This design comes from an exercise in tuning for small area, a short achievable clock period and few clock cycles per item on the open sky130 flow, not from production work. Where RTL was checked, it was by simulation tests only, not by an equivalence proof against the original. The RTL of runs 4 to 8 was laid out without a check of its function. No activity file was given, so power comes from the tool's default toggle rates.

## design/flow/constraint.sdc

```tcl
create_clock -name core_clock -period 6.0 [get_ports {clk}]
set_input_delay 1.2000 -clock core_clock [delete_from_list [all_inputs] [get_ports {clk}]]
set_output_delay 1.2000 -clock core_clock [all_outputs]
set_load 0.01 [all_outputs]
```

## design/flow/flow/run.sh

```bash
#!/bin/bash
cp standard.sh standard_sh.txt
export BUFFER_PORTS_ARGS="-buffer_cell sky130_fd_sc_hd__buf_1"
bash standard.sh > standard.log 2>&1
```

## design/flow/standard.sh

```bash
#!/bin/bash
# synth_recipe.tcl (not shown) runs the flow's synth.tcl, then flattens the netlist and writes it again
# the make line also repeats each setting of config.mk as NAME=value (left out here)
make -C /OpenROAD-flow-scripts/flow DESIGN_CONFIG=/design/flow/config.mk WORK_HOME=/design/flow/orfs CLKGATE_MAP_FILE= SYNTH_SCRIPT=/design/flow/synth_recipe.tcl "${@:-finish}"
```

## design/flow/config.mk

```make
export PLATFORM = sky130hd
export DESIGN_NAME = magma_enc
export DESIGN_NICKNAME = magma_enc
export VERILOG_FILES = /design/flow/design.v
export SDC_FILE = /design/flow/constraint.sdc
export NUM_CORES = 4
export LEC_CHECK = 0
export ABC_AREA = 1
export CAP_MARGIN = 20
export CORE_MARGIN = 2
export CORE_UTILIZATION = 55
export CTS_CLUSTER_DIAMETER = 100
export CTS_CLUSTER_SIZE = 24
export PLACE_DENSITY = 0.7
export SETUP_SLACK_MARGIN = 3.65
export SLEW_MARGIN = 20
```

## design/flow/design.v

```verilog
module magma_enc(
    input  clk,
    input  rst,
    input  start,
    input  [255:0] key,
    input  [63:0] block_in,
    output ready,
    output reg valid,
    output [31:0] data,
    output [31:0] data_out
);
localparam [511:0] SB0 = 512'h1f307d8e9b5a264cf0db74e1c5a93286069c471edaf2853bb9e35a076f4d128cc24be390d618a5f70e34187bac296fd573ad0b4fc19652e82bc96af43850de71;
localparam [511:0] SB1 = 512'hc1f307d8e9b5a2646f0db74e1c5a9328b069c471edaf2853cb9e35a076f4d1287c24be390d618a5f50e34187bac296fd873ad0b4fc19652e12bc96af43850de7;
reg [31:0] kr0, kr1, kr2, kr3, kr4, kr5, kr6, kr7;
reg [31:0] rk;
reg [31:0] a1, a0;
reg [4:0]  cnt;
reg        busy;
assign ready = !busy;
assign data_out = a0;
assign data     = a1;
wire [7:0]  gen, prop;
wire [31:0] t0, t1;
genvar n;
generate
    for (n = 0; n < 8; n = n + 1) begin : nib
        wire [3:0] x = a0[4*n+3:4*n];
        wire [3:0] k = rk[4*n+3:4*n];
        wire [3:0] gg = x & k;
        wire [3:0] tt = x | k;
        wire [3:0] pp = x ^ k;
        wire [3:0] s;
        assign s[0]  = pp[0];
        assign s[1]  = pp[1] ^ gg[0];
        assign s[2]  = pp[2] ^ (gg[1] | tt[1] & x[0] & k[0]);
        assign s[3]  = pp[3] ^ (gg[2] | tt[2] & x[1] & k[1] | tt[2] & tt[1] & x[0] & k[0]);
        assign gen[n]  = gg[3] | tt[3] & gg[2] | tt[3] & tt[2] & gg[1] | tt[3] & tt[2] & tt[1] & gg[0];
        assign prop[n] = gg[3] | tt[3] & gg[2] | tt[3] & tt[2] & gg[1] | tt[3] & tt[2] & tt[1] & tt[0];
        wire [63:0] row  = SB0[64*(7-n) +: 64];
        wire [63:0] row1 = SB1[64*(7-n) +: 64];
        assign t0[4*n+3:4*n] = row[4*s +: 4];
        assign t1[4*n+3:4*n] = row1[4*s +: 4];
    end
endgenerate
wire [7:0] cin;
assign cin[0] = 1'b0;
generate
    for (n = 1; n < 8; n = n + 1) begin : cy
        wire [n-1:0] term;
        genvar j;
        for (j = 0; j < n; j = j + 1) begin : tm
            if (j == n - 1) begin : last
                assign term[j] = gen[j];
            end else begin : mid
                assign term[j] = gen[j] & (&prop[n-1:j+1]);
            end
        end
        assign cin[n] = |term;
    end
endgenerate
wire [31:0] a1r = {a1[10:0], a1[31:11]};
wire [31:0] blr = {block_in[10:0], block_in[31:11]};
wire [31:0] v0 = a1r ^ t0;
wire [31:0] v1 = a1r ^ t1;
wire [31:0] sbx;
generate
    for (n = 0; n < 8; n = n + 1) begin : sel
        assign sbx[4*n+3:4*n] = !busy ? blr[4*n+3:4*n] : cin[n] ? v1[4*n+3:4*n] : v0[4*n+3:4*n];
    end
endgenerate
wire [31:0] a0_next = {sbx[20:0], sbx[31:21]};
reg [31:0] rk_next;
always @(*) begin
    if (cnt < 5'd23)
        rk_next = kr1;
    else
        case (cnt[1:0])
            2'd3: rk_next = kr0;    
            2'd0: rk_next = kr6;    
            2'd1: rk_next = kr4;    
            default: rk_next = kr2;  
        endcase
end
always @(posedge clk) begin
    if (!busy) begin
        kr0 <= key[255:224];
        kr1 <= key[223:192];
        kr2 <= key[191:160];
        kr3 <= key[159:128];
        kr4 <= key[127:96];
        kr5 <= key[95:64];
        kr6 <= key[63:32];
        kr7 <= key[31:0];
        rk  <= key[255:224];
        a1  <= block_in[63:32];
        cnt <= 5'd0;
    end else begin
        kr0 <= kr1;
        kr1 <= kr2;
        kr2 <= kr3;
        kr3 <= kr4;
        kr4 <= kr5;
        kr5 <= kr6;
        kr6 <= kr7;
        kr7 <= kr0;
        rk  <= rk_next;
        a1  <= a0;
        cnt <= cnt + 5'd1;
    end
end
always @(posedge clk) begin
    a0 <= a0_next;
end
always @(posedge clk) begin
    if (rst) begin
        busy  <= 1'b0;
        valid <= 1'b0;
    end else begin
        valid <= busy && (cnt == 5'd31);
        if (!busy)
            busy <= start;
        else if (cnt == 5'd31)
            busy <= 1'b0;
    end
end
endmodule
```

==> flow_summary.json, run 1 <==
{
  "status": "complete, no violations",
  "avgViaCountPerCell": 5.17,
  "wl_per_cell_um": 16.4,
  "netlist_top_cells_area": "dfxtp_1 (40%), nand2_1 (29%), ha_1 (8.0%)",
  "synth_nets": 3138,
  "syn_area_per_cell_um2": 6.69,
  "clkSinkCount": 359,
  "cp_max_fo": 3,
  "p_total_uw": 8350,
  "ys_warn_count": 1,
  "tightestPinTransition_ns": 0.864,
  "drt-initial-drc-count": 1143,
  "placed_area_um2": 19800,
  "path_delay_family": "flip-flops",
  "hpwl_mm": 41.4,
  "io_buffer_count": 388,
  "final_area_um2": 20900,
  "finalSetupViolations": 0,
  "critPathBufInv": 1,
  "vias": 18100,
  "synth_compound_area_share_pct": 6.40,
  "fillCellCount": 3084,
  "core_um2": 32500,
  "yosys.area.top_type_share_pct": 39.8,
  "yosysUniqueCellTypes": 34,
  "max_stage_delay_ns": 0.42,
  "synth-seq-cells": 359,
  "initial_utilization_pct": 55.7,
  "synth-adder-area-share_pct": 7.96,
  "synth_edf_count": 0,
  "cp_cell_sequence": "buf_4",
  "setup_tns_ns": 0,
  "die_w_um": 185,
  "grt_antenna_before_repair": 3,
  "worstSetupPathType": "flop to primary output",
  "synth.yosys.seq_area_share_pct": 39.8,
  "nets": 3488,
  "peakVddDrop_mv": 0.216,
  "clk_pin_slew_ns": 0.09,
  "hold_violations": 0,
  "grt_pass1_vias": 16400,
  "min_from": "kr5[9]",
  "finish.utilization_pct": 64.3,
  "clockBufferDepth": 3,
  "synth_top_family_by_area": "simple AND/OR/NAND/NOR gates",
  "yosys-top-cells-count": "nand2_1 (1394), dfxtp_1 (359), inv_1 (193)",
  "slew_headroom_pct": 42.4,
  "clock_latency_ns": 0.54,
  "cts_buffers": 19,
  "ctsHoldBuffers": 0,
  "powerDensity_nw_per_um2": 400,
  "worstPathRequired_ns": 4.80,
  "drtAntennaViolNets": 0,
  "drive_gt1_share_pct": 7.30,
  "fp.dieH_um": 185,
  "rsz0062_at_grt": "no",
  "critPathLaunch": "a0[28]",
  "slew_violations": 0,
  "cp_data_arrival_time_ns": 1.13,
  "core.rowCount": 66,
  "area_growth_pct": 15.5,
  "leakagePower_uw": 0.0108,
  "cts_root_buf": "clkbuf_16",
  "die-area_um2": 34300,
  "wirelength_mm": 57.3,
  "grt_first_pass_wirelength_mm": 86.2,
  "cp-end-kind": "primary output",
  "worstHoldPathType": "flop to flop",
  "start_kind": "flop",
  "slowest_stage": "dfxtp_4",
  "fin_skew_ns": 0.0172,
  "synth_mux_area_share_pct": 0,
  "synthCells": 2700,
  "worstReg2RegStart": "cnt[0]",
  "synthSimpleGateAreaFrac_pct": 38.5,
  "finalWeightedCongestion": 0.938,
  "h-tree-depth": 1,
  "overflow": 0,
  "grt_max_degree": 227,
  "io_pins": 389,
  "yosysTopAreaCell": "dfxtp_1",
  "dr.pass1.iters": 5,
  "cap_violations": 0,
  "cts_tree": "yes",
  "fin_crit_sh_pct": 38.8,
  "finalCriticalPeriod_ns": 2.33,
  "async_flop_share_pct": 0,
  "max_freq_ghz": 0.429,
  "ys.flop_type": "dfxtp_1",
  "grtUsageTotal_pct": 32.0,
  "synthXorXnorAreaFrac_pct": 0.755,
  "yosysMostFrequentCell": "nand2_1",
  "syn_area_um2": 18100,
  "route.detailed.drc": 0
}
-- flip-flops by register name, summed over array words and instances, names as in the netlist --
| name | flops |
|---|---|
| a0 | 32 |
| a1 | 32 |
| kr0 | 32 |
| kr1 | 32 |
| kr2 | 32 |
| kr3 | 32 |
| kr4 | 32 |
| kr5 | 32 |
| kr6 | 32 |
| kr7 | 32 |
| rk | 32 |
| cnt | 5 |
| busy | 1 |
| valid | 1 |
-- path summary, 6_finish.rpt --
kind,endpoint,slack [ns],cells past startpoint
setup / recovery,data_out[28],3.67,1
hold / removal,kr4[9],0.43,2
setup reg to reg,rk[25],3.77,9
hold reg to reg,kr4[9],0.43,2
-- through the flow --
step,setup slack [ns],hold slack [ns],std cells
5_1_grt,3.65,0.435,3495
3_5_place_dp,2.94,0.409,3442
2_1_floorplan,3.75,0.403,2700
4_1_cts,3.65,0.427,3479
3_3_place_gp,2.93,0.406,3442
6_report,3.67,0.430,3496
-- report_power, final --
part	switching, uW	internal, uW	leakage (uW)
Clock	798	589	0.000256
Combinational	2560	1420	0.00755
Sequential	270	2720	0.00303
Total	3630	4720	0.0108
-- logic make-up after synthesis --
family | count (synthesis)
AO/OA/AOI/OAI | 202
XOR/XNOR | 13
adder cells (fa/ha/maj) | 115
buffers and inverters | 299
flip-flops | 359
AND/OR/NAND/NOR | 1712
-- layout make-up --
type | count | area [um2] | share of cell area, %
multi-input cells | 2042 | 9880 | 47.4
flip-flops and latches | 359 | 7270 | 34.8
repair buffers | 424 | 1840 | 8.82
inverters | 201 | 777 | 3.72
well taps | 442 | 553 | 2.65
clock buffers | 20 | 479 | 2.30
clock inverters | 4 | 40.0 | 0.192
repair inverters | 3 | 26.3 | 0.126
diodes | 1 | 2.50 | 0.0120
-- cells in the final DEF (no fill, tap or decap), types with 40 or more instances in the layout --
cell type | synthesis | final
o21ai_0 | 82 | 80
nand2_1 | 1394 | 1392
a21oi_1 | 69 | 69
buf_1 | 3 | 362
nand3_1 | 179 | 177
dfxtp_2 | 0 | 40
dfxtp_1 | 359 | 311
ha_1 | 115 | 108
inv_1 | 193 | 189
nor2_1 | 54 | 53
-- routing by layer --
metal / up-vias / global-route usage (%) / wire length, um / part of all wire, %
li1: 9113 / - / - / -
met1: 8150 / 41.7 / 24600 / 43
met2: 691 / 53.8 / 26500 / 46
met3: 121 / 4.44 / 3970 / 6.9
met4: 4 / 12.1 / 2180 / 3.8
met5: - / 0 / 27 / 0.047
-- what timing repair did --
action | 4_1_cts | 5_1_grt
setup buffers | 10 | 15
gates cloned | 3 | 1
pin swaps | 1 | 7
hold endpoints to repair | 0 | 0
resized for setup | 63 | 58
endpoints found under the setup margin | 87 | 65
Testbench counts, summed over its fixed seeds: cycles 25,344, items 768.
==> run 2, diff against run 1 <==
--- a/design/flow/config.mk
+++ b/design/flow/config.mk
@@ -14,3 +14,3 @@
 export PLACE_DENSITY = 0.7
-export SETUP_SLACK_MARGIN = 3.65
+export SETUP_SLACK_MARGIN = 3.7
 export SLEW_MARGIN = 20
==> flow_summary.json, run 2 <==
{
  "grt_pass1_vias": 16500,
  "synth_nets": 3138,
  "ctsHoldBuffers": 0,
  "final_common_cell": "nand2_1",
  "netlist_top_cells_area": "dfxtp_1 (40%), nand2_1 (29%), ha_1 (8.0%)",
  "min_from": "kr5[9]",
  "hpwl_mm": 41.4,
  "slowest_stage": "dfxtp_4",
  "synth.yosys.seq_area_share_pct": 39.8,
  "worstPathRequired_ns": 4.80,
  "syn_area_um2": 18100,
  "worstSetupPathType": "flop to primary output",
  "min_delay_path_depth": 2,
  "cts_buffers": 19,
  "cp_data_arrival_time_ns": 1.11,
  "path_delay_family": "flip-flops",
  "syn_area_per_cell_um2": 6.69,
  "yosysUniqueCellTypes": 34,
  "wl_per_cell_um": 16.5,
  "p_total_uw": 8420,
  "seq_area_um2": 7330,
  "finalSetupViolations": 0,
  "route.detailed.drc": 0,
  "worstHoldPathType": "flop to flop",
  "vias": 18200,
  "powerDensity_nw_per_um2": 399,
  "clk_pin_slew_ns": 0.10,
  "die-area_um2": 34300,
  "tightestPinTransition_ns": 0.917,
  "cap_violations": 0,
  "grtUsageMet2_pct": 54.3,
  "fin_skew_ns": 0.0202,
  "cp-end-kind": "primary output",
  "ys_warn_count": 1,
  "fillCellCount": 3037,
  "max_freq_ghz": 0.432,
  "die_w_um": 185,
  "fin_hold_ws_ns": 0.431,
  "ys.flop_type": "dfxtp_1",
  "mostFrequentLayoutCells": "nand2_1 (1392), buf_1 (333), dfxtp_1 (291)",
  "drtAntennaViolNets": 0,
  "rr_worst_depth": 16,
  "synth-seq-cells": 359,
  "grt_first_pass_wirelength_mm": 86.6,
  "io_pins": 389,
  "wirelength_mm": 57.7,
  "clkSinkCount": 359,
  "dr.pass1.iters": 8,
  "status": "complete, no violations",
  "rr_endpoint": "a0[24]",
  "busiest_layer": "met2",
  "yosysTopAreaCell": "dfxtp_1",
  "grtUsageTotal_pct": 32.2,
  "rsz0062_at_grt": "yes",
  "critPathBufInv": 1,
  "yosys.area.top_type_share_pct": 39.8,
  "drive_gt1_share_pct": 9.28,
  "synthCells": 2700,
  "avgViaCountPerCell": 5.19,
  "peakVddDrop_mv": 0.230,
  "h-tree-depth": 1,
  "core_um2": 32500,
  "fp.dieH_um": 185,
  "area_growth_pct": 16.7,
  "clkPwrFrac_pct": 16.5,
  "seqPwrFrac_pct": 35.5,
  "cp_max_fo": 3,
  "overflow": 0,
  "fin_crit_sh_pct": 38.6,
  "hold_violations": 0,
  "leakagePower_uw": 0.0110,
  "synth_edf_count": 0,
  "drt-initial-drc-count": 1101,
  "grt_max_degree": 227,
  "reg2reg_slack_ns": 3.84,
  "start_kind": "flop",
  "slew_headroom_pct": 38.9,
  "use_met1_pct": 41.9,
  "power_frac_comb_pct": 47.9,
  "clock_latency_ns": 0.54,
  "core.rowCount": 66,
  "setup_tns_ns": 0,
  "io_buffer_count": 388,
  "grt_util_met3_pct": 4.74,
  "cts_root_buf": "clkbuf_16",
  "cts_tree": "yes",
  "worstReg2RegStart": "a0[13]",
  "yosys-top-cells-count": "nand2_1 (1394), dfxtp_1 (359), inv_1 (193)",
  "slew_violations": 0,
  "initial_utilization_pct": 55.7,
  "clockBufferDepth": 3,
  "switchingPower_uw": 3650,
  "nets": 3494,
  "swShare_pct": 43.3,
  "hold_path_end": "kr4[9]",
  "intPower_uw": 4780,
  "async_flop_share_pct": 0,
  "multiInputGateArea_um2": 9920,
  "finalCriticalPeriod_ns": 2.31,
  "cp_cell_sequence": "buf_6",
  "finalWeightedCongestion": 0.938,
  "grt_antenna_before_repair": 3,
  "yosysMostFrequentCell": "nand2_1",
  "max_stage_delay_ns": 0.43
}
run 2: cell counts after synthesis:
No cell type changed its count.
run 2: per-layer routing:
layer  part of all wire [%]  up-vias
met5                  0.047        -
met4                    3.6        4
met3                    6.8      116
met2                     46      685
met1                     43     8232
li1                       -     9131
run 2: repair_timing:
action | 4_1_cts | 5_1_grt
setup buffers | 15 | 16
resized for setup | 126 | 76
gates cloned | 3 | 1
pin swaps | 3 | 7
endpoints found under the setup margin | 115 | 92
run 2: logic make-up (layout without fill, tap and decap cells):
logic type      after synthesis  in the layout  synth area share [%]
flops                       359            359                  39.8
compound gates              202            202                  6.40
simple gates               1712           1712                  38.5
buf+inv                     299            658                  6.60
fa+ha+maj                   115            115                  7.96
xor+xnor                     13             13                 0.755
other cells                   0              1                     0
run 2: cell type report:
type,instances,share of cell area [%]
multi-input cells,2042,47.0
flip-flops and latches,359,34.8
repair buffers,430,9.27
inverters,201,3.68
well taps,442,2.62
clock buffers,20,2.27
clock inverters,4,0.190
repair inverters,3,0.125
diodes,1,0.0119
run 2: through the flow:
step / worst slack (ns) / cells / utilization (%) / cell area [um2]
after floorplan: 3.75 / 2700 / - / 18100
after global placement: 2.93 / 3442 / 60.9 / 19800
after detailed placement: 2.94 / 3442 / 60.9 / 19800
after CTS: 3.68 / 3484 / 63.8 / 20700
after global routing: 3.66 / 3501 / 65.0 / 21100
final: 3.69 / 3502 / 65.0 / 21100
run 2: power groups by stage:
stage               Clock (uW)  Sequential (uW)  Combinational (uW)
floorplan                    0             2950                2750
global placement             0             3010                3620
detailed placement           0             3010                3670
CTS                       1410             2980                3840
global route              1500             3020                4580
finish                    1390             2990                4040
run 2: how the worst max path moves through the flow:
| stage | endpoint | slack, ns | startpoint | cells past startpoint |
|---|---|---|---|---|
| after global placement | rk[25] | 2.93 | cnt[0] | 9 |
| after detailed placement | rk[25] | 2.94 | cnt[0] | 9 |
| after floorplan | a0[2] | 3.75 | a0[21] | 14 |
| after CTS | ready | 3.68 | busy | 2 |
| final | data_out[28] | 3.69 | a0[28] | 1 |
| after global routing | ready | 3.66 | busy | 2 |
==> run 3, diff against run 2 <==
--- a/design/flow/config.mk
+++ b/design/flow/config.mk
@@ -14,3 +14,3 @@
 export PLACE_DENSITY = 0.7
-export SETUP_SLACK_MARGIN = 3.7
+export SETUP_SLACK_MARGIN = 3.6
 export SLEW_MARGIN = 20
==> flow_summary.json, run 3 <==
{
  "ys_warn_count": 1,
  "synth-seq-cells": 359,
  "grt_antenna_before_repair": 3,
  "synthXorXnorAreaFrac_pct": 0.755,
  "placed_area_um2": 19800,
  "netlist_top_cells_area": "dfxtp_1 (40%), nand2_1 (29%), ha_1 (8.0%)",
  "peakVddDrop_mv": 0.214,
  "grtUsageTotal_pct": 31.9,
  "finalWeightedCongestion": 0.938,
  "intPower_uw": 4680,
  "seq_area_um2": 7230,
  "finalCriticalPeriod_ns": 2.38,
  "clkPwrFrac_pct": 16.7,
  "grt_max_degree": 227,
  "reg2reg_slack_ns": 3.62,
  "dr.pass1.iters": 5,
  "synthSimpleGateAreaFrac_pct": 38.5,
  "async_flop_share_pct": 0,
  "yosysTopAreaCell": "dfxtp_1",
  "nets": 3486,
  "die-area_um2": 34300,
  "grt_first_pass_wirelength_mm": 85.9,
  "cp_max_fo": 33,
  "core.rowCount": 66,
  "hpwl_mm": 41.4,
  "leakagePower_uw": 0.0108,
  "drive_gt1_share_pct": 6.10,
  "drt-initial-drc-count": 1086,
  "worstHoldPathType": "flop to flop",
  "cts_root_buf": "clkbuf_16",
  "rsz0062_at_grt": "yes",
  "syn_area_um2": 18100,
  "avgViaCountPerCell": 5.17,
  "status": "complete, no violations",
  "die_w_um": 185,
  "ctsHoldBuffers": 0,
  "yosysMostFrequentCell": "nand2_1",
  "grt_pass1_vias": 16400,
  "clockBufferDepth": 3,
  "area_growth_pct": 15.0,
  "syn_area_per_cell_um2": 6.69,
  "synthCells": 2700,
  "wirelength_mm": 57.1,
  "synth_nets": 3138,
  "slew_headroom_pct": 42.2,
  "initial_utilization_pct": 55.7,
  "yosysUniqueCellTypes": 34,
  "synth_top_family_by_area": "simple AND/OR/NAND/NOR gates",
  "finalSetupViolations": 0,
  "hold_violations": 0,
  "power_frac_comb_pct": 47.3,
  "start_kind": "flop",
  "synth_mux_area_share_pct": 0,
  "fin_crit_sh_pct": 39.7,
  "clkSinkCount": 359,
  "core_um2": 32500,
  "seqPwrFrac_pct": 36.0,
  "mostFrequentLayoutCells": "nand2_1 (1392), buf_1 (377), dfxtp_1 (329)",
  "cp-end-kind": "flop",
  "io_pins": 389,
  "fp.dieH_um": 185,
  "switchingPower_uw": 3610,
  "cts_tree": "yes",
  "overflow": 0,
  "multiInputGateArea_um2": 9870,
  "drtAntennaViolNets": 0,
  "swShare_pct": 43.6,
  "tightestPinTransition_ns": 0.868,
  "clk_pin_slew_ns": 0.10,
  "cts_buffers": 19,
  "synth.yosys.seq_area_share_pct": 39.8,
  "ys.flop_type": "dfxtp_1",
  "setup_tns_ns": 0,
  "final_common_cell": "nand2_1",
  "h-tree-depth": 1,
  "fin_skew_ns": 0.0205,
  "synth-adder-area-share_pct": 7.96,
  "fillCellCount": 3101,
  "route.detailed.drc": 0,
  "worstSetupPathType": "flop to flop",
  "vias": 18100,
  "yosys-top-cells-count": "nand2_1 (1394), dfxtp_1 (359), inv_1 (193)",
  "synth_compound_area_share_pct": 6.40,
  "io_buffer_count": 388,
  "worstPathRequired_ns": 6.40,
  "clock_latency_ns": 0.54,
  "cp_data_arrival_time_ns": 2.79,
  "final_area_um2": 20800,
  "cap_violations": 0,
  "synth_edf_count": 0,
  "powerDensity_nw_per_um2": 399,
  "wl_per_cell_um": 16.3,
  "slew_violations": 0,
  "yosys.area.top_type_share_pct": 39.8,
  "max_freq_ghz": 0.420
}
-- run 3: cell families (layout without fill, tap and decap cells) --
logic type / after synthesis / after routing
other cells: 0 / 1
fa+ha+maj: 115 / 115
buf+inv: 299 / 650
flops: 359 / 359
compound gates: 202 / 202
simple gates: 1712 / 1712
xor+xnor: 13 / 13
-- run 3: area by class of cell --
class	instances	area share, %
clock inverter	4	0.193
timing repair buffer	422	8.65
multi-input combinational	2042	47.5
clock buffer	20	2.31
inverter	201	3.74
timing repair inverter	3	0.126
antenna	1	0.0120
tap	442	2.66
sequential	359	34.8
-- run 3: routing by layer --
| metal | GRT usage (%) | part of all wire, % | routed length, um |
|---|---|---|---|
| met2 | 53.3 | 46 | 26400 |
| met1 | 41.7 | 43 | 24800 |
| met3 | 4.48 | 6.5 | 3680 |
| met4 | 12.2 | 3.7 | 2130 |
| met5 | 0 | 0.047 | 27 |
-- run 3: path summary, 6_finish.rpt --
path | startpoint | to | depth (start not counted)
hold reg to reg | kr5[1] | kr4[1] | 2
setup reg to reg | cnt[0] | rk[25] | 9
setup / recovery | cnt[0] | rk[25] | 9
hold / removal | kr5[1] | kr4[1] | 2
-- run 3: critical path: stages (launching register included) --
cell and delay (ns):
dfxtp_1 0.46, inv_1 0.10, ha_1 0.22, buf_6 0.23, clkinvlp_4 0.20, buf_8 0.23
nor2_1 0.06, a311oi_1 0.29, a21oi_1 0.09, o21ai_2 0.36
-- run 3: what timing repair did --
item                                   in CTS  in global routing
setup endpoints to repair                  68                 66
cloned                                      3                  1
endpoints found under the hold margin       0                  0
pin swaps                                   1                  6
resized for setup                          37                 43
setup buffers                               6                 17
-- run 3: stage by stage --
step                worst slack (ns)  cells  util [%]  hold slack [ns]  power, uW
CTS                             3.56   3475      63.0            0.427       8120
global route                    3.53   3493      64.0            0.436       8970
global placement                2.93   3442      60.9            0.406       6620
detailed placement              2.94   3442      60.9            0.409       6690
floorplan                       3.75   2700         -            0.403       5710
finish                          3.62   3494      64.0            0.431       8290
-- run 3: power by group through the flow --
stage	logic (uW)	clock network, uW	registers [uW]
floorplan	2750	0	2950
global placement	3620	0	3010
detailed placement	3670	0	3010
CTS	3750	1410	2960
global route	4460	1500	3010
finish	3920	1380	2980
==> run 4, diff against run 3 <==
--- a/design/flow/design.v
+++ b/design/flow/design.v
@@ -62,4 +62,4 @@
 wire [31:0] blr = {block_in[10:0], block_in[31:11]};
-wire [31:0] v0 = a1r ^ t0;
-wire [31:0] v1 = a1r ^ t1;
+wire [31:0] v0 = busy ? (a1r ^ t0) : blr;
+wire [31:0] v1 = busy ? (a1r ^ t1) : blr;
 wire [31:0] sbx;
@@ -67,3 +67,3 @@
     for (n = 0; n < 8; n = n + 1) begin : sel
-        assign sbx[4*n+3:4*n] = !busy ? blr[4*n+3:4*n] : cin[n] ? v1[4*n+3:4*n] : v0[4*n+3:4*n];
+        assign sbx[4*n+3:4*n] = cin[n] ? v1[4*n+3:4*n] : v0[4*n+3:4*n];
     end
@@ -71,14 +71,13 @@
 wire [31:0] a0_next = {sbx[20:0], sbx[31:21]};
-reg [31:0] rk_next;
-always @(*) begin
-    if (cnt < 5'd23)
-        rk_next = kr1;
-    else
-        case (cnt[1:0])
-            2'd3: rk_next = kr0;    
-            2'd0: rk_next = kr6;    
-            2'd1: rk_next = kr4;    
-            default: rk_next = kr2;  
-        endcase
+wire [4:0] cnt_n = busy ? cnt + 5'd1 : 5'd0;
+reg  [4:0] rksel;
+always @(posedge clk) begin
+    rksel[4] <= cnt_n < 5'd23;
+    rksel[3] <= cnt_n >= 5'd23 && cnt_n[1:0] == 2'd3;    
+    rksel[2] <= cnt_n >= 5'd23 && cnt_n[1:0] == 2'd0;    
+    rksel[1] <= cnt_n >= 5'd23 && cnt_n[1:0] == 2'd1;    
+    rksel[0] <= cnt_n >= 5'd23 && cnt_n[1:0] == 2'd2;    
 end
+wire [31:0] rk_next = kr1 & {32{rksel[4]}} | kr0 & {32{rksel[3]}} | kr6 & {32{rksel[2]}}
+                    | kr4 & {32{rksel[1]}} | kr2 & {32{rksel[0]}};
 always @(posedge clk) begin
--- a/design/flow/config.mk
+++ b/design/flow/config.mk
@@ -14,3 +14,3 @@
 export PLACE_DENSITY = 0.7
-export SETUP_SLACK_MARGIN = 3.6
+export SETUP_SLACK_MARGIN = 3.7
 export SLEW_MARGIN = 20
==> flow_summary.json, run 4 <==
{
  "clockBufferDepth": 3,
  "cp_max_fo": 4,
  "cap_violations": 0,
  "synthCells": 2692,
  "clkSinkCount": 364,
  "fillCellCount": 3207,
  "grt_max_degree": 297,
  "async_flop_share_pct": 0,
  "synth.yosys.seq_area_share_pct": 39.4,
  "route.detailed.drc": 0,
  "ys_warn_count": 1,
  "grt_first_pass_wirelength_mm": 87.6,
  "finalWeightedCongestion": 0.942,
  "start_kind": "flop",
  "worstReg2RegStart": "rk[21]",
  "path_delay_family": "flip-flops",
  "worstPathRequired_ns": 4.80,
  "power_frac_comb_pct": 53.2,
  "peakVddDrop_mv": 0.269,
  "placed_area_um2": 20100,
  "area_growth_pct": 15.9,
  "intPower_uw": 5340,
  "core_um2": 33400,
  "cp_cell_sequence": "clkinv_16, buf_6",
  "final_area_um2": 21400,
  "grt_antenna_before_repair": 10,
  "cts_tree": "yes",
  "setup_tns_ns": 0,
  "yosysUniqueCellTypes": 42,
  "rr_worst_depth": 15,
  "syn_area_per_cell_um2": 6.87,
  "hpwl_mm": 41.4,
  "avgViaCountPerCell": 5.19,
  "cp_data_arrival_time_ns": 1.19,
  "wl_per_cell_um": 16.3,
  "critPathBufInv": 2,
  "crit_cells": 2,
  "cts_buffers": 20,
  "cts_root_buf": "clkbuf_16",
  "clk_pin_slew_ns": 0.09,
  "swShare_pct": 45.5,
  "synth_top_family_by_area": "simple AND/OR/NAND/NOR gates",
  "syn_area_um2": 18500,
  "yosys.area.top_type_share_pct": 39.4,
  "finalCriticalPeriod_ns": 2.39,
  "powerDensity_nw_per_um2": 457,
  "vias": 18200,
  "synth_mux_area_share_pct": 0,
  "leakagePower_uw": 0.0109,
  "slew_headroom_pct": 43.0,
  "reg2reg_slack_ns": 3.83,
  "tightestPinTransition_ns": 0.855,
  "max_freq_ghz": 0.418,
  "drtAntennaViolNets": 0,
  "dr.pass1.iters": 5,
  "ys.flop_type": "dfxtp_1",
  "slowest_stage": "dfxtp_4",
  "switchingPower_uw": 4460,
  "cp-end-kind": "primary output",
  "mostFrequentLayoutCells": "nand2_1 (1038), buf_1 (346), inv_1 (329)",
  "synth_edf_count": 0,
  "fin_skew_ns": 0.0219,
  "fin_crit_sh_pct": 39.9,
  "critPathLaunch": "busy",
  "hold_violations": 0,
  "synth_nets": 3127,
  "core.rowCount": 67,
  "drive_gt1_share_pct": 9.40,
  "drt-initial-drc-count": 1316,
  "io_buffer_count": 388,
  "initial_utilization_pct": 55.4,
  "worstHoldPathType": "flop to flop",
  "clock_latency_ns": 0.53,
  "finalSetupViolations": 0,
  "die_w_um": 187,
  "seqPwrFrac_pct": 31.7,
  "fp.dieH_um": 187,
  "final_common_cell": "nand2_1",
  "nets": 3473,
  "rsz0062_at_grt": "yes",
  "yosys-top-cells-count": "nand2_1 (1039), dfxtp_1 (364), inv_1 (339)",
  "synth-adder-area-share_pct": 7.58,
  "synthXorXnorAreaFrac_pct": 0.744,
  "max_stage_delay_ns": 0.45,
  "synth-seq-cells": 364,
  "yosysMostFrequentCell": "nand2_1",
  "rr_endpoint": "a0[1]",
  "die-area_um2": 35100,
  "grtUsageTotal_pct": 31.3,
  "status": "complete, no violations",
  "h-tree-depth": 1,
  "grt_pass1_vias": 17100,
  "worstSetupPathType": "flop to primary output",
  "netlist_top_cells_area": "dfxtp_1 (39%), nand2_1 (21%), o21ai_0 (7.6%)",
  "synthSimpleGateAreaFrac_pct": 31.5,
  "overflow": 0,
  "wirelength_mm": 56.9,
  "yosysTopAreaCell": "dfxtp_1",
  "synth_compound_area_share_pct": 11.0,
  "slew_violations": 0,
  "clkPwrFrac_pct": 15.1,
  "io_pins": 389,
  "crit_end": "ready"
}
==> run 4: cell count changes after synthesis, moves of 11 or more <==
cell	change
nand2_1	-355
o21ai_0	+199
inv_1	+146
a21oi_1	-64
nand3_1	+40
a311oi_1	-32
o221ai_1	+31
o22ai_1	+31
nor2_1	-11
==> run 4: cell type report <==
| type | instances | area [um2] | share of cell area (%) |
|---|---|---|---|
| Multi-Input combinational cell | 1878 | 9630 | 44.9 |
| Antenna cell | 8 | 20.0 | 0.0934 |
| Sequential cell | 364 | 7420 | 34.6 |
| Inverter | 351 | 1340 | 6.27 |
| Tap cell | 448 | 561 | 2.61 |
| Clock inverter | 5 | 52.6 | 0.245 |
| Clock buffer | 22 | 529 | 2.47 |
| Timing Repair Buffer | 419 | 1820 | 8.48 |
| Timing Repair inverter | 4 | 65.1 | 0.304 |
==> run 4: through the flow <==
| stage | total power (uW) | hold slack [ns] | utilization [%] | setup WS, ns | std cells |
|---|---|---|---|---|---|
| after CTS | 9560 | 0.420 | 63.1 | 3.55 | 3478 |
| after floorplan | 6750 | 0.403 | - | 3.76 | 2692 |
| after global placement | 7800 | 0.406 | 60.3 | 2.93 | 3437 |
| final | 9790 | 0.416 | 64.2 | 3.61 | 3499 |
| after detailed placement | 7930 | 0.411 | 60.3 | 2.92 | 3437 |
| after global routing | 10700 | 0.440 | 64.2 | 3.59 | 3496 |
==> run 4: worst min path at each step <==
| stage | startpoint | to | depth (start not counted) |
|---|---|---|---|
| final | kr5[23] | kr4[23] | 2 |
| after global routing | kr7[2] | kr6[2] | 2 |
| after CTS | kr5[23] | kr4[23] | 2 |
| after detailed placement | kr3[5] | kr2[5] | 2 |
| after global placement | kr7[5] | kr6[5] | 2 |
| after floorplan | kr3[0] | kr2[0] | 2 |
==> run 4: logic make-up after synthesis <==
| kind of cell | after synthesis |
|---|---|
| xor gates and xnor gates | 14 |
| AOI/OAI and AO/OA | 365 |
| buffers and inverters | 450 |
| adders and majority gates | 112 |
| DFF | 364 |
| and+or+nand+nor | 1387 |
==> run 4: power by group through the flow <==
stage                     clock network [uW]  registers [uW]  logic [uW]
final                                   1470            3110        5210
after global routing                    1580            3140        5940
after CTS                               1500            3100        4970
after detailed placement                   0            3130        4800
after global placement                     0            3120        4680
after floorplan                            0            3070        3690
==> run 4: worst register-to-register path, cell delays in order, from the launching register on <==
cell	delay [ns]
dfxtp_4	0.39
inv_1	0.08
ha_4	0.23
or2_2	0.31
nand2_4	0.11
inv_2	0.08
ha_4	0.27
nand3_1	0.12
nand2_1	0.09
nand2_1	0.07
nand2_1	0.07
nand2_1	0.05
nand3_1	0.06
nand2_1	0.05
nand2_1	0.05
nand2_1	0.05
==> run 4: routing by layer <==
metal	GRT usage (%)	vias up	part of all wire [%]
li1	-	9169	-
met3	6.45	105	8.7
met2	52.5	682	46
met1	39.5	8206	41
met4	12.4	2	4.0
met5	0	-	0.019
==> run 4: timing repair <==
item / 4_1_cts / 5_1_grt
setup buffers: 10 / 12
cloned: 4 / 0
setup endpoints to repair: 284 / 79
resized for setup: 98 / 77
pin swaps: 2 / 8
hold buffers: 0 / 0
==> run 5, diff against run 4 <==
--- a/design/flow/config.mk
+++ b/design/flow/config.mk
@@ -14,3 +14,3 @@
 export PLACE_DENSITY = 0.7
-export SETUP_SLACK_MARGIN = 3.7
+export SETUP_SLACK_MARGIN = 3.5
 export SLEW_MARGIN = 20
==> flow_summary.json, run 5 <==
{
  "grtUsageTotal_pct": 30.6,
  "drive_gt1_share_pct": 5.04,
  "switchingPower_uw": 4390,
  "nets": 3464,
  "yosysMostFrequentCell": "nand2_1",
  "start_kind": "flop",
  "io_buffer_count": 388,
  "avgViaCountPerCell": 5.19,
  "leakagePower_uw": 0.0107,
  "cts_tree": "yes",
  "powerDensity_nw_per_um2": 454,
  "intPower_uw": 5150,
  "hpwl_mm": 41.4,
  "cp_max_fo": 10,
  "hold_violations": 0,
  "ys_warn_count": 1,
  "overflow": 0,
  "slew_violations": 0,
  "cp-end-kind": "primary output",
  "synth.yosys.seq_area_share_pct": 39.4,
  "setup_slack_ns": 3.53,
  "seqPwrFrac_pct": 32.2,
  "yosysUniqueCellTypes": 42,
  "final_common_cell": "nand2_1",
  "cts_root_buf": "clkbuf_16",
  "core.rowCount": 67,
  "mostFrequentLayoutCells": "nand2_1 (1038), buf_1 (388), dfxtp_1 (357)",
  "grt_antenna_before_repair": 10,
  "finalCriticalPeriod_ns": 2.47,
  "fin_skew_ns": 0.0227,
  "syn_area_um2": 18500,
  "clkSinkCount": 364,
  "syn_area_per_cell_um2": 6.87,
  "fp.dieH_um": 187,
  "critPathLaunch": "busy",
  "h-tree-depth": 1,
  "max_freq_ghz": 0.406,
  "rr_endpoint": "a0[22]",
  "io_pins": 389,
  "cap_violations": 0,
  "grt_pass1_vias": 16900,
  "fin_crit_sh_pct": 41.1,
  "synth_edf_count": 0,
  "multiInputGateArea_um2": 9480,
  "finalWeightedCongestion": 0.942,
  "drtAntennaViolNets": 0,
  "setup_tns_ns": 0,
  "vias": 18100,
  "yosys-top-cells-count": "nand2_1 (1039), dfxtp_1 (364), inv_1 (339)",
  "ctsHoldBuffers": 0,
  "p_total_uw": 9550,
  "synth_nets": 3127,
  "die_w_um": 187,
  "grt_first_pass_wirelength_mm": 86.2,
  "worstPathRequired_ns": 4.80,
  "clockBufferDepth": 3,
  "crit_end": "ready",
  "dp_slack_ns": 2.92,
  "ys.flop_type": "dfxtp_1",
  "core_um2": 33400,
  "async_flop_share_pct": 0,
  "tightestPinTransition_ns": 1.03,
  "route.detailed.drc": 0,
  "worstHoldPathType": "flop to flop",
  "swShare_pct": 46.0,
  "power_frac_comb_pct": 52.4,
  "max_stage_delay_ns": 0.46,
  "fillCellCount": 3252,
  "rr_worst_depth": 13,
  "min_from": "kr5[23]",
  "dr.pass1.iters": 8,
  "worstSetupPathType": "flop to primary output",
  "seq_area_um2": 7300,
  "area_growth_pct": 13.6,
  "slowest_stage": "dfxtp_4",
  "die-area_um2": 35100,
  "rsz0062_at_grt": "yes",
  "synthCells": 2692,
  "worstReg2RegStart": "a0[9]",
  "clkPwrFrac_pct": 15.4,
  "reg2reg_slack_ns": 3.60,
  "peakVddDrop_mv": 0.271,
  "status": "complete, no violations",
  "wirelength_mm": 56.4,
  "netlist_top_cells_area": "dfxtp_1 (39%), nand2_1 (21%), o21ai_0 (7.6%)",
  "yosysTopAreaCell": "dfxtp_1",
  "drt-initial-drc-count": 1247,
  "yosys.area.top_type_share_pct": 39.4,
  "wl_per_cell_um": 16.2,
  "cp_cell_sequence": "clkinv_16, buf_1",
  "initial_utilization_pct": 55.4,
  "synth-seq-cells": 364,
  "grt_max_degree": 297,
  "cp_data_arrival_time_ns": 1.27,
  "clk_pin_slew_ns": 0.09,
  "cts_buffers": 20,
  "finalSetupViolations": 0,
  "clock_latency_ns": 0.53,
  "slew_headroom_pct": 31.1
}
-- run 5: cell counts after synthesis --
No cell type changed its count.
-- run 5: cells by family (layout without fill, tap and decap cells) --
group | Yosys count | after routing | synth area share [%]
AO/OA/AOI/OAI | 365 | 365 | 11.0
XOR/XNOR | 14 | 14 | 0.744
adder cells (fa/ha/maj) | 112 | 112 | 7.58
buffers and inverters | 450 | 792 | 9.79
flip-flops | 364 | 364 | 39.4
other | 0 | 8 | 0
AND/OR/NAND/NOR | 1387 | 1387 | 31.5
-- run 5: how the worst min path moves through the flow --
stage	to	slack [ns]	depth (start not counted)
global route	kr6[2]	0.44	2
finish	kr4[23]	0.42	2
detailed placement	kr2[5]	0.41	2
CTS	kr4[23]	0.42	2
floorplan	kr2[0]	0.40	2
global placement	kr6[5]	0.41	2
-- run 5: final cells by class --
cell class / count / share of cell area [%]
clock buffer: 22 / 2.52
timing repair buffer: 410 / 7.98
antenna: 8 / 0.0953
inverter: 351 / 6.39
tap: 448 / 2.67
sequential: 364 / 34.7
multi-input combinational: 1878 / 45.1
clock inverter: 5 / 0.250
timing repair inverter: 4 / 0.238
-- run 5: worst max-delay path: cells and delay by family, from the launching register on --
kind,cells,cell delay [ns]
flops,1,0.46
buf+inv,2,0.26
-- run 5: per-stage QoR --
stage	cell area [um2]	hold slack, ns	std cells	util, %
2_1_floorplan	18500	0.403	2692	-
3_3_place_gp	20100	0.406	3437	60.3
3_5_place_dp	20100	0.411	3437	60.3
4_1_cts	20800	0.420	3469	62.3
5_1_grt	21000	0.440	3487	63.0
6_report	21000	0.418	3490	63.0
-- run 5: timing repair --
| action | in CTS | in global routing |
|---|---|---|
| setup buffers | 4 | 9 |
| pin swaps | 0 | 2 |
| cloned | 1 | 3 |
| gates resized for setup | 5 | 18 |
| endpoints found under the setup margin | 201 | 29 |
-- run 5: power by group through the flow --
stage / clock, uW / sequential [uW] / combinational (uW)
after floorplan: 0 / 3070 / 3690
after global placement: 0 / 3120 / 4680
after detailed placement: 0 / 3130 / 4800
after CTS: 1500 / 3070 / 4860
after global routing: 1580 / 3110 / 5730
final: 1470 / 3070 / 5000
-- run 5: metal layers --
metal  track usage [%]  routed length [um]  vias up
li1                  -                   -     9149
met1              38.6               23300     8235
met2              51.8               26100      644
met3              6.12                4960       99
met4              11.7                2100        2
met5                 0                  11        -
==> run 6, diff against run 5 <==
--- a/design/flow/design.v
+++ b/design/flow/design.v
@@ -13,2 +13,4 @@
 localparam [511:0] SB1 = 512'hc1f307d8e9b5a2646f0db74e1c5a9328b069c471edaf2853cb9e35a076f4d1287c24be390d618a5f50e34187bac296fd873ad0b4fc19652e12bc96af43850de7;
+localparam [511:0] SB4 = 512'h264c1f307d8e9b5a3286f0db74e1c5a9853b069c471edaf2128cb9e35a076f4da5f7c24be390d6186fd50e34187bac2952e873ad0b4fc196de712bc96af43850;
+localparam [511:0] SB5 = 512'ha264c1f307d8e9b593286f0db74e1c5a2853b069c471edafd128cb9e35a076f48a5f7c24be390d6196fd50e34187bac2652e873ad0b4fc190de712bc96af4385;
 reg [31:0] kr0, kr1, kr2, kr3, kr4, kr5, kr6, kr7;
@@ -31,13 +33,16 @@
         wire [3:0] pp = x ^ k;
-        wire [3:0] s;
-        assign s[0]  = pp[0];
-        assign s[1]  = pp[1] ^ gg[0];
-        assign s[2]  = pp[2] ^ (gg[1] | tt[1] & x[0] & k[0]);
-        assign s[3]  = pp[3] ^ (gg[2] | tt[2] & x[1] & k[1] | tt[2] & tt[1] & x[0] & k[0]);
+        wire [3:0] v;
+        assign v[0] = pp[0];
+        assign v[1] = pp[1] ^ gg[0];
+        assign v[2] = pp[2];
+        assign v[3] = pp[3] ^ gg[2];
+        wire lc = gg[1] | tt[1] & x[0] & k[0];
         assign gen[n]  = gg[3] | tt[3] & gg[2] | tt[3] & tt[2] & gg[1] | tt[3] & tt[2] & tt[1] & gg[0];
         assign prop[n] = gg[3] | tt[3] & gg[2] | tt[3] & tt[2] & gg[1] | tt[3] & tt[2] & tt[1] & tt[0];
-        wire [63:0] row  = SB0[64*(7-n) +: 64];
-        wire [63:0] row1 = SB1[64*(7-n) +: 64];
-        assign t0[4*n+3:4*n] = row[4*s +: 4];
-        assign t1[4*n+3:4*n] = row1[4*s +: 4];
+        wire [63:0] r0 = SB0[64*(7-n) +: 64];
+        wire [63:0] r1 = SB1[64*(7-n) +: 64];
+        wire [63:0] r4 = SB4[64*(7-n) +: 64];
+        wire [63:0] r5 = SB5[64*(7-n) +: 64];
+        assign t0[4*n+3:4*n] = lc ? r4[4*v +: 4] : r0[4*v +: 4];
+        assign t1[4*n+3:4*n] = lc ? r5[4*v +: 4] : r1[4*v +: 4];
     end
--- a/design/flow/config.mk
+++ b/design/flow/config.mk
@@ -14,3 +14,3 @@
 export PLACE_DENSITY = 0.7
-export SETUP_SLACK_MARGIN = 3.5
+export SETUP_SLACK_MARGIN = 3.65
 export SLEW_MARGIN = 20
==> flow_summary.json, run 6 <==
{
  "status": "complete, no violations",
  "nets": 3623,
  "cts_tree": "yes",
  "finish.utilization_pct": 63.7,
  "final_common_cell": "nand2_1",
  "rsz0062_at_grt": "yes",
  "cts_buffers": 20,
  "syn_area_um2": 19300,
  "yosysMostFrequentCell": "nand2_1",
  "topRoutingLayerUsed": "met5",
  "synth-seq-cells": 364,
  "power_frac_comb_pct": 55.7,
  "synth_nets": 3305,
  "synthCells": 2868,
  "fin_crit_sh_pct": 39.8,
  "yosys-top-cells-count": "nand2_1 (1058), inv_1 (370), dfxtp_1 (364)",
  "drive_gt1_share_pct": 7.33,
  "tightestPinTransition_ns": 1.06,
  "wl_met1_mm": 26.2,
  "swShare_pct": 47.7,
  "grt_first_pass_wirelength_mm": 95.2,
  "grtUsageTotal_pct": 32.8,
  "h-tree-depth": 1,
  "synth_compound_area_share_pct": 12.3,
  "fp.dieH_um": 191,
  "finalSetupViolations": 0,
  "synth_top_family_by_area": "simple AND/OR/NAND/NOR gates",
  "fin_hold_ws_ns": 0.415,
  "finalCriticalPeriod_ns": 2.39,
  "grt_max_degree": 282,
  "wl_per_cell_um": 17.0,
  "fin_skew_ns": 0.0450,
  "setup_tns_ns": 0,
  "cp-end-kind": "primary output",
  "ys.flop_type": "dfxtp_1",
  "drtAntennaViolNets": 0,
  "ctsHoldBuffers": 0,
  "clockBufferDepth": 3,
  "reg2reg_slack_ns": 3.78,
  "intPower_uw": 5380,
  "max_freq_ghz": 0.418,
  "vias": 19600,
  "cts_root_buf": "clkbuf_16",
  "cp_max_fo": 3,
  "synthXorXnorAreaFrac_pct": 0.363,
  "clkPwrFrac_pct": 14.5,
  "synth_mux_area_share_pct": 0,
  "cap_violations": 0,
  "worstSetupPathType": "flop to primary output",
  "clk_pin_slew_ns": 0.11,
  "slowest_stage": "dfxtp_4",
  "path_delay_family": "flip-flops",
  "grt_antenna_before_repair": 7,
  "mostFrequentLayoutCells": "nand2_1 (1048), buf_1 (375), inv_1 (363)",
  "worstHoldPathType": "flop to flop",
  "cp_data_arrival_time_ns": 1.19,
  "dr.pass1.iters": 6,
  "hold_violations": 0,
  "hpwl_mm": 44.4,
  "finalWeightedCongestion": 0.958,
  "async_flop_share_pct": 0,
  "yosysUniqueCellTypes": 44,
  "start_kind": "flop",
  "powerDensity_nw_per_um2": 468,
  "synthSimpleGateAreaFrac_pct": 31.1,
  "slew_headroom_pct": 29.1,
  "switchingPower_uw": 4910,
  "final_area_um2": 22000,
  "die_w_um": 191,
  "synth-adder-area-share_pct": 7.66,
  "slew_violations": 0,
  "yosys.area.top_type_share_pct": 37.7,
  "syn_area_per_cell_um2": 6.73,
  "io_buffer_count": 388,
  "die-area_um2": 36600,
  "drt-initial-drc-count": 1463,
  "critPathBufInv": 2,
  "grt_pass1_vias": 18100,
  "cp_cell_sequence": "inv_16, buf_6",
  "initial_utilization_pct": 55.9,
  "placed_area_um2": 20800,
  "clkSinkCount": 364,
  "peakVddDrop_mv": 0.305,
  "clock_latency_ns": 0.58,
  "io_pins": 389,
  "core.rowCount": 68,
  "synth_edf_count": 0,
  "worstPathRequired_ns": 4.80,
  "max_stage_delay_ns": 0.44,
  "yosysTopAreaCell": "dfxtp_1",
  "leakagePower_uw": 0.0110,
  "ys_warn_count": 1,
  "synth.yosys.seq_area_share_pct": 37.7,
  "area_growth_pct": 14.0,
  "overflow": 0,
  "route.detailed.drc": 0,
  "netlist_top_cells_area": "dfxtp_1 (38%), nand2_1 (21%), o21ai_0 (7.3%)",
  "seqPwrFrac_pct": 29.9,
  "wirelength_mm": 62.0,
  "core_um2": 34500,
  "avgViaCountPerCell": 5.38,
  "dr_wl_met2_mm": 28.4,
  "route.met3.wl_mm": 5.13
}
==> run 6: cell families after synthesis <==
kind of cell	after synthesis
simple gates	1450
xor+xnor	8
compound gates	419
flops	364
fa+ha+maj	114
buf+inv	513
==> run 6: path summary, 6_finish.rpt <==
kind	start	endpoint	depth (start not counted)
setup / recovery	busy	ready	2
hold / removal	kr7[31]	kr6[31]	2
setup reg to reg	a0[25]	a0[4]	14
hold reg to reg	kr7[31]	kr6[31]	2
==> run 6: timing repair <==
action                                  4_1_cts  5_1_grt
resized for setup                            43       93
setup buffers                                 7       15
endpoints found under the setup margin       44       65
pin swaps                                     0        7
cloned                                        4        1
==> run 6: stage by stage <==
step,power (uW),setup WS [ns],instances
after global placement,8380,3.34,3592
after floorplan,7160,3.75,2868
after CTS,9940,3.60,3631
after global routing,11200,3.59,3651
after detailed placement,8400,3.32,3592
final,10300,3.61,3652
==> run 6: cell type report <==
cell class	count	area, um2
clock buffers	22	508
fillers	3303	12500
inverters	386	1480
clock inverters	6	85.1
repair buffers	420	1820
repair inverters	3	26.3
well taps	455	569
multi-input cells	1991	10100
diodes	5	12.5
flip-flops and latches	364	7370
==> run 6: worst register-to-register path: stages (launching register included) <==
cell	delay, ns
dfxtp_2	0.37
inv_1	0.06
ha_1	0.32
inv_1	0.09
nand2_1	0.05
nand2_1	0.35
nand2_1	0.20
nand2_1	0.11
nand2_1	0.06
nand3_1	0.15
nand3_1	0.10
nand3_1	0.11
nand2_1	0.05
nand2_1	0.05
nand2_1	0.05
==> run 6: power groups by stage <==
stage          Combinational, uW  Clock (uW)  Sequential (uW)
4_1_cts                     5390        1510             3050
2_1_floorplan               4110           0             3050
3_5_place_dp                5310           0             3090
5_1_grt                     6480        1600             3110
3_3_place_gp                5290           0             3090
6_report                    5730        1490             3070
==> run 6: layer usage <==
layer | global-route usage [%] | vias up
met3 | 5.97 | 126
met5 | 0 | -
li1 | - | 9715
met1 | 42.8 | 8969
met2 | 54.6 | 831
met4 | 10.8 | 4
==> run 7, diff against run 6 <==
--- a/design/flow/config.mk
+++ b/design/flow/config.mk
@@ -14,3 +14,3 @@
 export PLACE_DENSITY = 0.7
-export SETUP_SLACK_MARGIN = 3.65
+export SETUP_SLACK_MARGIN = 3.8
 export SLEW_MARGIN = 20
==> flow_summary.json, run 7 <==
{
  "status": "complete, no violations",
  "hpwl_mm": 44.7,
  "overflow": 0,
  "clockBufferDepth": 3,
  "route.detailed.drc": 0,
  "min_from": "kr5[8]",
  "leakagePower_uw": 0.0119,
  "die_w_um": 191,
  "cp_max_fo": 2,
  "cts_root_buf": "clkbuf_16",
  "syn_area_um2": 19300,
  "final_area_um2": 23900,
  "critPathLaunch": "busy",
  "syn_area_per_cell_um2": 6.73,
  "rsz0062_at_grt": "yes",
  "intPower_uw": 6210,
  "worstHoldPathType": "flop to flop",
  "io_pins": 389,
  "slew_violations": 0,
  "cts_tree": "yes",
  "cap_violations": 0,
  "core.rowCount": 68,
  "grt_antenna_before_repair": 11,
  "cts_buffers": 20,
  "final_common_cell": "nand2_1",
  "hold_violations": 0,
  "synth_nets": 3305,
  "synth.yosys.seq_area_share_pct": 37.7,
  "fillCellCount": 2946,
  "ctsHoldBuffers": 0,
  "fin_skew_ns": 0.0287,
  "powerDensity_nw_per_um2": 483,
  "dp_slack_ns": 3.55,
  "die-area_um2": 36600,
  "synth_edf_count": 0,
  "synth-seq-cells": 364,
  "peakVddDrop_mv": 0.380,
  "grt_pass1_vias": 18600,
  "cp_data_arrival_time_ns": 1.17,
  "slew_headroom_pct": 34.1,
  "clock_latency_ns": 0.57,
  "start_kind": "flop",
  "cp_cell_sequence": "inv_16, buf_6",
  "fin_hold_ws_ns": 0.431,
  "worstPathRequired_ns": 4.80,
  "worstReg2RegStart": "a0[16]",
  "netlist_top_cells_area": "dfxtp_1 (38%), nand2_1 (21%), o21ai_0 (7.3%)",
  "max_stage_delay_ns": 0.44,
  "core_um2": 34500,
  "drive_gt1_share_pct": 15.4,
  "seq_area_um2": 7430,
  "wirelength_mm": 64.3,
  "reg2reg_slack_ns": 3.85,
  "wl_per_cell_um": 17.1,
  "nets": 3727,
  "mostFrequentLayoutCells": "nand2_1 (1030), inv_1 (338), buf_1 (322)",
  "grt_first_pass_wirelength_mm": 95.6,
  "clkPwrFrac_pct": 13.3,
  "grt_max_degree": 254,
  "yosys-top-cells-count": "nand2_1 (1058), inv_1 (370), dfxtp_1 (364)",
  "yosysMostFrequentCell": "nand2_1",
  "swShare_pct": 46.2,
  "cp-end-kind": "primary output",
  "vias": 20100,
  "grtUsageTotal_pct": 33.0,
  "fp.dieH_um": 191,
  "p_total_uw": 11500,
  "finalWeightedCongestion": 0.955,
  "setup_tns_ns": 0,
  "ys.flop_type": "dfxtp_1",
  "seqPwrFrac_pct": 26.3,
  "setup_slack_ns": 3.63,
  "dr.pass1.iters": 5,
  "clkSinkCount": 364,
  "switchingPower_uw": 5340,
  "io_buffer_count": 388,
  "worstSetupPathType": "flop to primary output",
  "async_flop_share_pct": 0,
  "clk_pin_slew_ns": 0.11,
  "initial_utilization_pct": 55.9,
  "finalSetupViolations": 0,
  "synthCells": 2868,
  "h-tree-depth": 1,
  "drtAntennaViolNets": 0,
  "tightestPinTransition_ns": 0.979,
  "yosys.area.top_type_share_pct": 37.7,
  "drt-initial-drc-count": 1543,
  "finalCriticalPeriod_ns": 2.37,
  "avgViaCountPerCell": 5.35,
  "yosysUniqueCellTypes": 44,
  "power_frac_comb_pct": 60.4,
  "max_freq_ghz": 0.421,
  "yosysTopAreaCell": "dfxtp_1",
  "slowest_stage": "dfxtp_4",
  "placed_area_um2": 20800,
  "fin_crit_sh_pct": 39.6,
  "ys_warn_count": 1,
  "multiInputGateArea_um2": 10700,
  "area_growth_pct": 23.8
}
run 7: cells by family (layout without fill, tap and decap cells):
| kind of cell | count (synthesis) | after routing | share of synthesized area [%] |
|---|---|---|---|
| other cells | 0 | 7 | 0 |
| fa+ha+maj | 114 | 114 | 7.66 |
| compound gates | 419 | 419 | 12.3 |
| buf+inv | 513 | 941 | 10.8 |
| xor+xnor | 8 | 8 | 0.363 |
| flops | 364 | 364 | 37.7 |
| simple gates | 1450 | 1450 | 31.1 |
run 7: worst paths after layout:
check	endpoint	cells after the start
setup / recovery	ready	2
hold reg to reg	kr4[8]	2
setup reg to reg	a0[29]	13
hold / removal	kr4[8]	2
run 7: layout make-up:
class                      count  area share [%]
antenna                        7          0.0733
clock buffer                  21            2.11
clock inverter                 7           0.461
inverter                     386            6.39
multi-input combinational   1991            44.7
sequential                   364            31.1
tap                          455            2.38
timing repair buffer         524            12.7
timing repair inverter         3           0.110
run 7: layer usage:
layer	share of wire (%)	global-route usage (%)	wire [um]	up-vias
li1	-	-	-	9918
met1	42	42.7	27000	9194
met2	46	54.9	29600	811
met3	8.2	5.69	5250	156
met4	3.8	12.2	2440	8
met5	0.089	0	57	-
run 7: power by group through the flow:
stage                     Sequential, uW  Clock [uW]  Combinational, uW
after detailed placement            3090           0               5340
after global routing                3070        1640               7700
after CTS                           3030        1550               5940
final                               3040        1540               6970
after floorplan                     3050           0               4110
after global placement              3080           0               5320
run 7: critical path: cells and delay by family (launching register included):
family,cells,cell delay [ns]
flip-flops,1,0.44
buffers and inverters,2,0.16
run 7: timing repair:
item	in CTS	in global routing
pin swaps	4	46
endpoints found under the setup margin	172	109
gates cloned	3	1
buffers inserted	63	62
gates resized for setup	261	176
run 7: metrics by stage:
stage	utilization, %	instances
after floorplan	-	2868
after global routing	69.2	3757
after CTS	65.7	3688
final	69.2	3758
after global placement	60.2	3594
after detailed placement	60.2	3594
==> run 8, diff against run 7 <==
--- a/design/flow/design.v
+++ b/design/flow/design.v
@@ -76,13 +76,14 @@
 wire [31:0] a0_next = {sbx[20:0], sbx[31:21]};
-wire [4:0] cnt_n = busy ? cnt + 5'd1 : 5'd0;
-reg  [4:0] rksel;
-always @(posedge clk) begin
-    rksel[4] <= cnt_n < 5'd23;
-    rksel[3] <= cnt_n >= 5'd23 && cnt_n[1:0] == 2'd3;    
-    rksel[2] <= cnt_n >= 5'd23 && cnt_n[1:0] == 2'd0;    
-    rksel[1] <= cnt_n >= 5'd23 && cnt_n[1:0] == 2'd1;    
-    rksel[0] <= cnt_n >= 5'd23 && cnt_n[1:0] == 2'd2;    
+reg [31:0] rk_next;
+always @(*) begin
+    if (cnt < 5'd23)
+        rk_next = kr1;
+    else
+        case (cnt[1:0])
+            2'd3: rk_next = kr0;    
+            2'd0: rk_next = kr6;    
+            2'd1: rk_next = kr4;    
+            default: rk_next = kr2;  
+        endcase
 end
-wire [31:0] rk_next = kr1 & {32{rksel[4]}} | kr0 & {32{rksel[3]}} | kr6 & {32{rksel[2]}}
-                    | kr4 & {32{rksel[1]}} | kr2 & {32{rksel[0]}};
 always @(posedge clk) begin
--- a/design/flow/config.mk
+++ b/design/flow/config.mk
@@ -14,3 +14,3 @@
 export PLACE_DENSITY = 0.7
-export SETUP_SLACK_MARGIN = 3.8
+export SETUP_SLACK_MARGIN = 3.65
 export SLEW_MARGIN = 20
==> flow_summary.json, run 8 <==
{
  "status": "complete, no violations",
  "clockBufferDepth": 3,
  "wl_per_cell_um": 16.6,
  "syn_area_per_cell_um2": 6.56,
  "grt_first_pass_wirelength_mm": 93.8,
  "synthCells": 2925,
  "initial_utilization_pct": 55.7,
  "ys.flop_type": "dfxtp_1",
  "powerDensity_nw_per_um2": 476,
  "ys_warn_count": 1,
  "grt_pass1_vias": 17800,
  "worstPathRequired_ns": 4.80,
  "io_pins": 389,
  "cts_root_buf": "clkbuf_16",
  "reg2reg_slack_ns": 3.74,
  "cts_tree": "yes",
  "netlist_top_cells_area": "dfxtp_1 (37%), nand2_1 (27%), ha_1 (7.2%)",
  "area_growth_pct": 14.7,
  "finish.utilization_pct": 63.8,
  "leakagePower_uw": 0.0111,
  "overflow": 0,
  "crit_end": "ready",
  "ctsHoldBuffers": 0,
  "tightestPinTransition_ns": 1.16,
  "grt_max_degree": 269,
  "max_freq_ghz": 0.431,
  "busiest_layer": "met2",
  "drtAntennaViolNets": 0,
  "yosysTopAreaCell": "dfxtp_1",
  "die-area_um2": 36400,
  "rr_worst_depth": 18,
  "nets": 3699,
  "mostFrequentLayoutCells": "nand2_1 (1392), buf_1 (375), dfxtp_1 (309)",
  "die_w_um": 191,
  "critPathLaunch": "busy",
  "yosys.area.top_type_share_pct": 37.5,
  "wirelength_mm": 61.9,
  "fin_skew_ns": 0.0174,
  "synth.yosys.seq_area_share_pct": 37.5,
  "fin_crit_sh_pct": 38.7,
  "core.rowCount": 68,
  "synth-seq-cells": 359,
  "yosysUniqueCellTypes": 43,
  "vias": 19900,
  "grt_util_met3_pct": 4.36,
  "dp_cells": 3649,
  "dr.pass1.iters": 5,
  "use_met1_pct": 44.1,
  "clk_pin_slew_ns": 0.10,
  "async_flop_share_pct": 0,
  "setup_slack_ns": 3.68,
  "start_kind": "flop",
  "synth_edf_count": 0,
  "worstSetupPathType": "flop to primary output",
  "avgViaCountPerCell": 5.35,
  "final_common_cell": "nand2_1",
  "setup_tns_ns": 0,
  "worstReg2RegStart": "a0[25]",
  "clock_latency_ns": 0.53,
  "finalWeightedCongestion": 0.927,
  "syn_area_um2": 19200,
  "fp.dieH_um": 191,
  "cts_buffers": 19,
  "finalSetupViolations": 0,
  "yosysMostFrequentCell": "nand2_1",
  "rr_endpoint": "a0[4]",
  "slew_headroom_pct": 23.0,
  "worstHoldPathType": "flop to flop",
  "grtUsageMet2_pct": 53.7,
  "route.detailed.drc": 0,
  "finalCriticalPeriod_ns": 2.32,
  "yosys-top-cells-count": "nand2_1 (1399), dfxtp_1 (359), nand3_1 (261)",
  "hpwl_mm": 45.8,
  "drt-initial-drc-count": 1615,
  "io_buffer_count": 388,
  "synth_nets": 3365,
  "rsz0062_at_grt": "yes",
  "clkSinkCount": 359,
  "cp_data_arrival_time_ns": 1.12,
  "grt_antenna_before_repair": 3,
  "grtUsageTotal_pct": 32.4,
  "cp_max_fo": 6,
  "drive_gt1_share_pct": 7.51,
  "peakVddDrop_mv": 0.239,
  "core_um2": 34500,
  "slew_violations": 0,
  "p_total_uw": 10500,
  "cp-end-kind": "primary output",
  "h-tree-depth": 1,
  "cap_violations": 0,
  "hold_violations": 0,
  "dp_slack_ns": 3.42,
  "fin_cells": 3718
}
run 8: cell types whose count changed in the layout (fill, tap and decap cells not counted), moves of 31 or more:
| cell | previous run | this run |
|---|---|---|
| a21oi_1 | 12 | 86 |
| o221ai_1 | 31 | 0 |
| inv_1 | 338 | 200 |
| buf_4 | 122 | 44 |
| nand2_1 | 1030 | 1392 |
| buf_6 | 71 | 3 |
| o22ai_1 | 33 | 1 |
| o21ai_0 | 277 | 103 |
| a311oi_1 | 0 | 32 |
| nor2_1 | 38 | 83 |
| buf_1 | 322 | 375 |
run 8: final cells by class:
type	instances	area [um2]
antenna	1	2.50
clock buffer	21	493
clock inverter	3	30.0
fill	3261	12500
inverter	223	876
multi-input combinational	2215	10800
sequential	359	7270
tap	455	569
timing repair buffer	438	1920
timing repair inverter	3	25.0
run 8: power breakdown:
group | internal, uW | switching (uW)
Combinational | 2030 | 3960
Clock | 597 | 785
Sequential | 2770 | 328
Total | 5400 | 5070
run 8: critical path: stages, from the launching register on:
cell     delay, ns
dfxtp_4       0.44
inv_16        0.05
buf_6         0.11
run 8: per-stage QoR:
step                cell area, um2  hold WS, ns
floorplan                    19200        0.403
global placement             20700        0.408
detailed placement           20700        0.408
CTS                          21400        0.422
global route                 22000        0.440
finish                       22000        0.423
run 8: repair_timing:
action / in CTS / in global routing
gates resized for setup: 58 / 94
pin swaps: 0 / 15
hold endpoints to repair: 0 / 0
cloned: 1 / 2
setup endpoints to repair: 56 / 53
buffers inserted: 2 / 38
run 8: cells by family after synthesis:
logic type,Yosys count,share of synthesized area [%]
adder cells (fa/ha/maj),117,7.90
XOR/XNOR,11,0.541
buffers and inverters,351,7.53
AO/OA/AOI/OAI,286,8.61
flip-flops,359,37.5
AND/OR/NAND/NOR,1801,38.0
run 8: per-layer routing:
| metal | vias to the layer above | share of wire, % |
|---|---|---|
| li1 | 9872 | - |
| met3 | 106 | 7.7 |
| met4 | 4 | 2.8 |
| met2 | 849 | 46 |
| met5 | - | 0.044 |
| met1 | 9046 | 44 |
run 8: how the worst min path moves through the flow:
stage               startpoint  endpoint  slack (ns)  cells past startpoint
floorplan               kr3[0]    kr2[0]        0.40                      2
global placement       kr3[18]   kr2[18]        0.41                      2
detailed placement     kr5[28]   kr4[28]        0.41                      2
CTS                    kr5[28]   kr4[28]        0.42                      2
global route            kr3[2]    kr2[2]        0.44                      2
finish                 kr5[28]   kr4[28]        0.42                      2

port drivers added, routing unchanged:
How much do the figures lean on ideal ports? The routed layouts below were timed once more, with nothing changed but the port constraints.
Step 1 assumes that a clkbuf_16 drives the clock port and a buf_2 every other input.
Step 2 adds t to the input delays and takes it off the output delays; t is the mean of the earliest and latest rising clock arrival at the registers after step 1. Input paths then give back, and output paths get back, about the clock's delay inside the block.
Three values: ideal ports, drivers, drivers and shift; two values: the first two.
run	t (ns)	setup slack, ns	hold WS [ns]	slew at the worst register clock pin (ns)
run 1	0.576	3.671 / 3.621 / 3.768	0.430 / 0.430 / 0.430	0.10 / 0.10
run 2	0.577	3.685 / 3.635 / 3.838	0.431 / 0.431 / 0.431	0.10 / 0.10
run 3	0.576	3.619 / 3.582 / 3.619	0.431 / 0.431 / 0.431	0.10 / 0.10
run 4	0.576	3.608 / 3.554 / 3.833	0.416 / 0.416 / 0.416	0.11 / 0.11
run 5	0.577	3.535 / 3.480 / 3.601	0.418 / 0.418 / 0.418	0.11 / 0.11
run 6	0.607	3.610 / 3.556 / 3.778	0.415 / 0.415 / 0.415	0.11 / 0.11
run 7	0.609	3.626 / 3.572 / 3.677	0.431 / 0.431 / 0.431	0.11 / 0.11
run 8	0.579	3.678 / 3.624 / 3.743	0.423 / 0.423 / 0.423	0.10 / 0.10
After both steps setup and hold are still met in every run listed.
